Background: an optimization exercise with open tools, aiming at small area. Do not read the settings as production practice. Where RTL was checked, it was by simulation tests only, not by an equivalence proof against the original.

== the reference run ==
Design pe_array, start of the top module:
module pe_array(
  input  clk_i,
  input  rst_ni,
  input  clr_i,
  output clr_o,
  input  we_i,
  output we_o,
  input  [1:0] mode_i,
  input  [64-1:0] srca_word_i,
  output [64-1:0] srca_word_o,
  input  [8-1:0] srcb_i,
  output [64-1:0] wordp_o
);
  reg         run_q, acc_q;
  reg  [63:0] srca_q;
  reg  [55:0] b_q;       
  reg  [8:1]  c_q;       
  reg         c9_q;
  reg  [9:0]  we_q;
  reg  [63:0] wordp_q;
  always @(posedge clk_i or negedge rst_ni) begin
    if (!rst_ni) begin
      run_q <= 1'b0; acc_q <= 1'b0;
      srca_q <= 64'd0; b_q <= 56'd0; c_q <= 8'd0; we_q <= 10'd0;
    end else begin
      run_q  <= 1'b1;
      acc_q  <= run_q & ~acc_q;
      srca_q <= srca_word_i;
      b_q    <= {b_q[47:0], srcb_i};
      c_q    <= {c_q[7:1], clr_i};
      we_q   <= {we_q[8:0], we_i};
    end
  end
  always @(posedge clk_i) c9_q <= c_q[8];
  wire [9:1]  cc  = {c9_q, c_q};
  wire [63:0] psum;
  wire        maxm = (mode_i == 2'b01);   
  function automatic pgt(input [15:0] p, input [7:0] a);
    reg [7:0] x, y;
    reg       c;
    integer   i;
    begin
      x = {~p[7], p[6:0]};
      y = {~a[7], a[6:0]};
      c = 1'b0;
      for (i = 0; i < 8; i = i + 1)
        c = (x[i] & ~y[i]) | (x[i] & c) | (~y[i] & c);
      pgt = (~p[15] & |p[15:7]) | ((~|p[15:7] | &p[15:7]) & c);
    end
  endfunction
  genvar j, k;
  generate for (j = 0; j < 4; j = j + 1) begin : g_pair
    localparam E = 2 * j + 1;
    localparam L = 2 * j;
    wire [7:0] ane = srca_word_i[8*E+7:8*E];   
    wire [7:0] anl = srca_word_i[8*L+7:8*L];
    wire [7:0] ae  = srca_q[8*E+7:8*E];        
  ...
For scale: roughly 210 I/O pins.
export LEC_CHECK = 0
export ABC_AREA = 1
export CAP_MARGIN = 20
export CORE_MARGIN = 2
export CORE_UTILIZATION = 75
export CTS_CLUSTER_DIAMETER = 70
export CTS_CLUSTER_SIZE = 20
export SLEW_MARGIN = 20
export SYNTH_HIERARCHICAL = 1
create_clock -name core_clock -period 6.0 [get_ports {clk_i}]
standard.sh (not shown) runs the stock make flow with config.mk's settings and CLKGATE_MAP_FILE= SYNTH_SCRIPT=/design/flow/synth_recipe.tcl, a recipe that flattens the netlist after the stock synthesis.
==> flow/flow/run.sh <==
#!/bin/bash
# The standard layout (standard synthesis, floorplan, placement, CTS, routing)
# with one change in how the layout is made: the port buffers use the
# smallest buffer cell (the resizer still upsizes any that need it).
set -o pipefail
bash standard.sh "BUFFER_PORTS_ARGS=-buffer_cell sky130_fd_sc_hd__buf_1" finish > standard.log 2>&1
Inputs modified between the reference run and the trial run:
--- a/flow/design.v
+++ b/flow/design.v
@@ -64,13 +64,16 @@
     wire [7:0] anl = srca_word_i[8*L+7:8*L];
     wire [7:0] ae  = srca_q[8*E+7:8*E];        
     wire [7:0] al  = srca_q[8*L+7:8*L];
     wire [7:0] b   = b_q[8*E-1:8*E-8];         
     wire       adde = ~maxm & ~(cc[E+1] | cc[E+2]);
     wire       addl = ~maxm & ~(cc[L+1] | cc[L+2]);
-    reg  [15:0] pe_q, r1_q, r2_q;
+    reg  [15:0] pe_n, r1_n, r2_n;
+    wire [15:0] pe_q = ~pe_n;
+    wire [15:0] r1_q = ~r1_n;
+    wire [15:0] r2_q = ~r2_n;
     reg         acc, comp, accm;
     always @(posedge clk_i or negedge rst_ni) begin
       if (!rst_ni) begin
         acc <= 1'b0; comp <= 1'b0; accm <= 1'b0;
       end else begin
         acc  <= run_q & ~acc_q;
@@ -572,15 +575,15 @@
     assign a_o47 = a_s39 ^ (a_k32 & a_p46);
     assign a_p48 = a_p46 & a_s39;
     assign a_o49 = a_s41 ^ (a_k32 & a_p48);
     assign a_p50 = a_p48 & a_s41;
     assign pe_d = {a_o49, a_o47, a_o45, a_o43, a_o42, a_o30, a_o28, a_o26, a_o24, a_o23, a_s11, a_s9, a_s7, a_s5, a_s3, a_s1};
     always @(posedge clk_i) begin
-      pe_q <= pe_d;
-      r1_q <= t;
-      r2_q <= r1_q;
+      pe_n <= ~pe_d;
+      r1_n <= ~t;
+      r2_n <= r1_n;
     end
     wire [7:0] pl = acc ? r2_q[15:8] : r1_q[15:8];
     assign psum[8*E+7:8*E] = pe_q[15:8] & {8{~(acc & cc[E+2])}};
     assign psum[8*L+7:8*L] = pl & {8{~(acc & cc[L+2])}};
   end endgenerate
   generate for (k = 0; k < 8; k = k + 1) begin : g_out
### Flow results
Looking at fraction of met1 tracks used by global routing, the trial run sits 1.6 points above the reference run.
Worst endpoint required time ends up lower on the trial run.
The trial run against the reference run: average vias per placed instance went down, first-pass GRT wire length increased by 1.5% relative to the old numbers, largest fanout on the critical path now sits lower, final core utilization rose by 0.17 points.
No functional check of the RTL was part of the reference run.

==> static timing again, ports no longer ideal <==
In the flow no input, the clock included, has a driving cell. The finished layouts below were timed again as built, in two steps. Step 1 (the two cells are an assumption about what drives the block):
set clk [get_ports {clk_i}]
set_driving_cell -lib_cell sky130_fd_sc_hd__clkbuf_16 $clk
set_driving_cell -lib_cell sky130_fd_sc_hd__buf_2 [delete_from_list [all_inputs] $clk]
Step 2 also shifts input and output timing later by t, the mid clock arrival at the registers, as if the neighbouring blocks saw the same clock. Three values: no drivers, after step 1, after step 2; two values: the first two.
| run | t, ns | setup slack, ns | hold slack, ns | worst data-port slew with drivers (ns) |
|---|---|---|---|---|
| the reference run | 0.631 | 0.216 / 0.216 / -0.350 | 0.342 / 0.342 / 0.342 | 0.05 |
| the trial run | 0.621 | 0.244 / 0.244 / -0.322 | 0.352 / 0.352 / 0.352 | 0.05 |
Met with ideal ports but missed after step 2: setup timing in the reference run and the trial run.
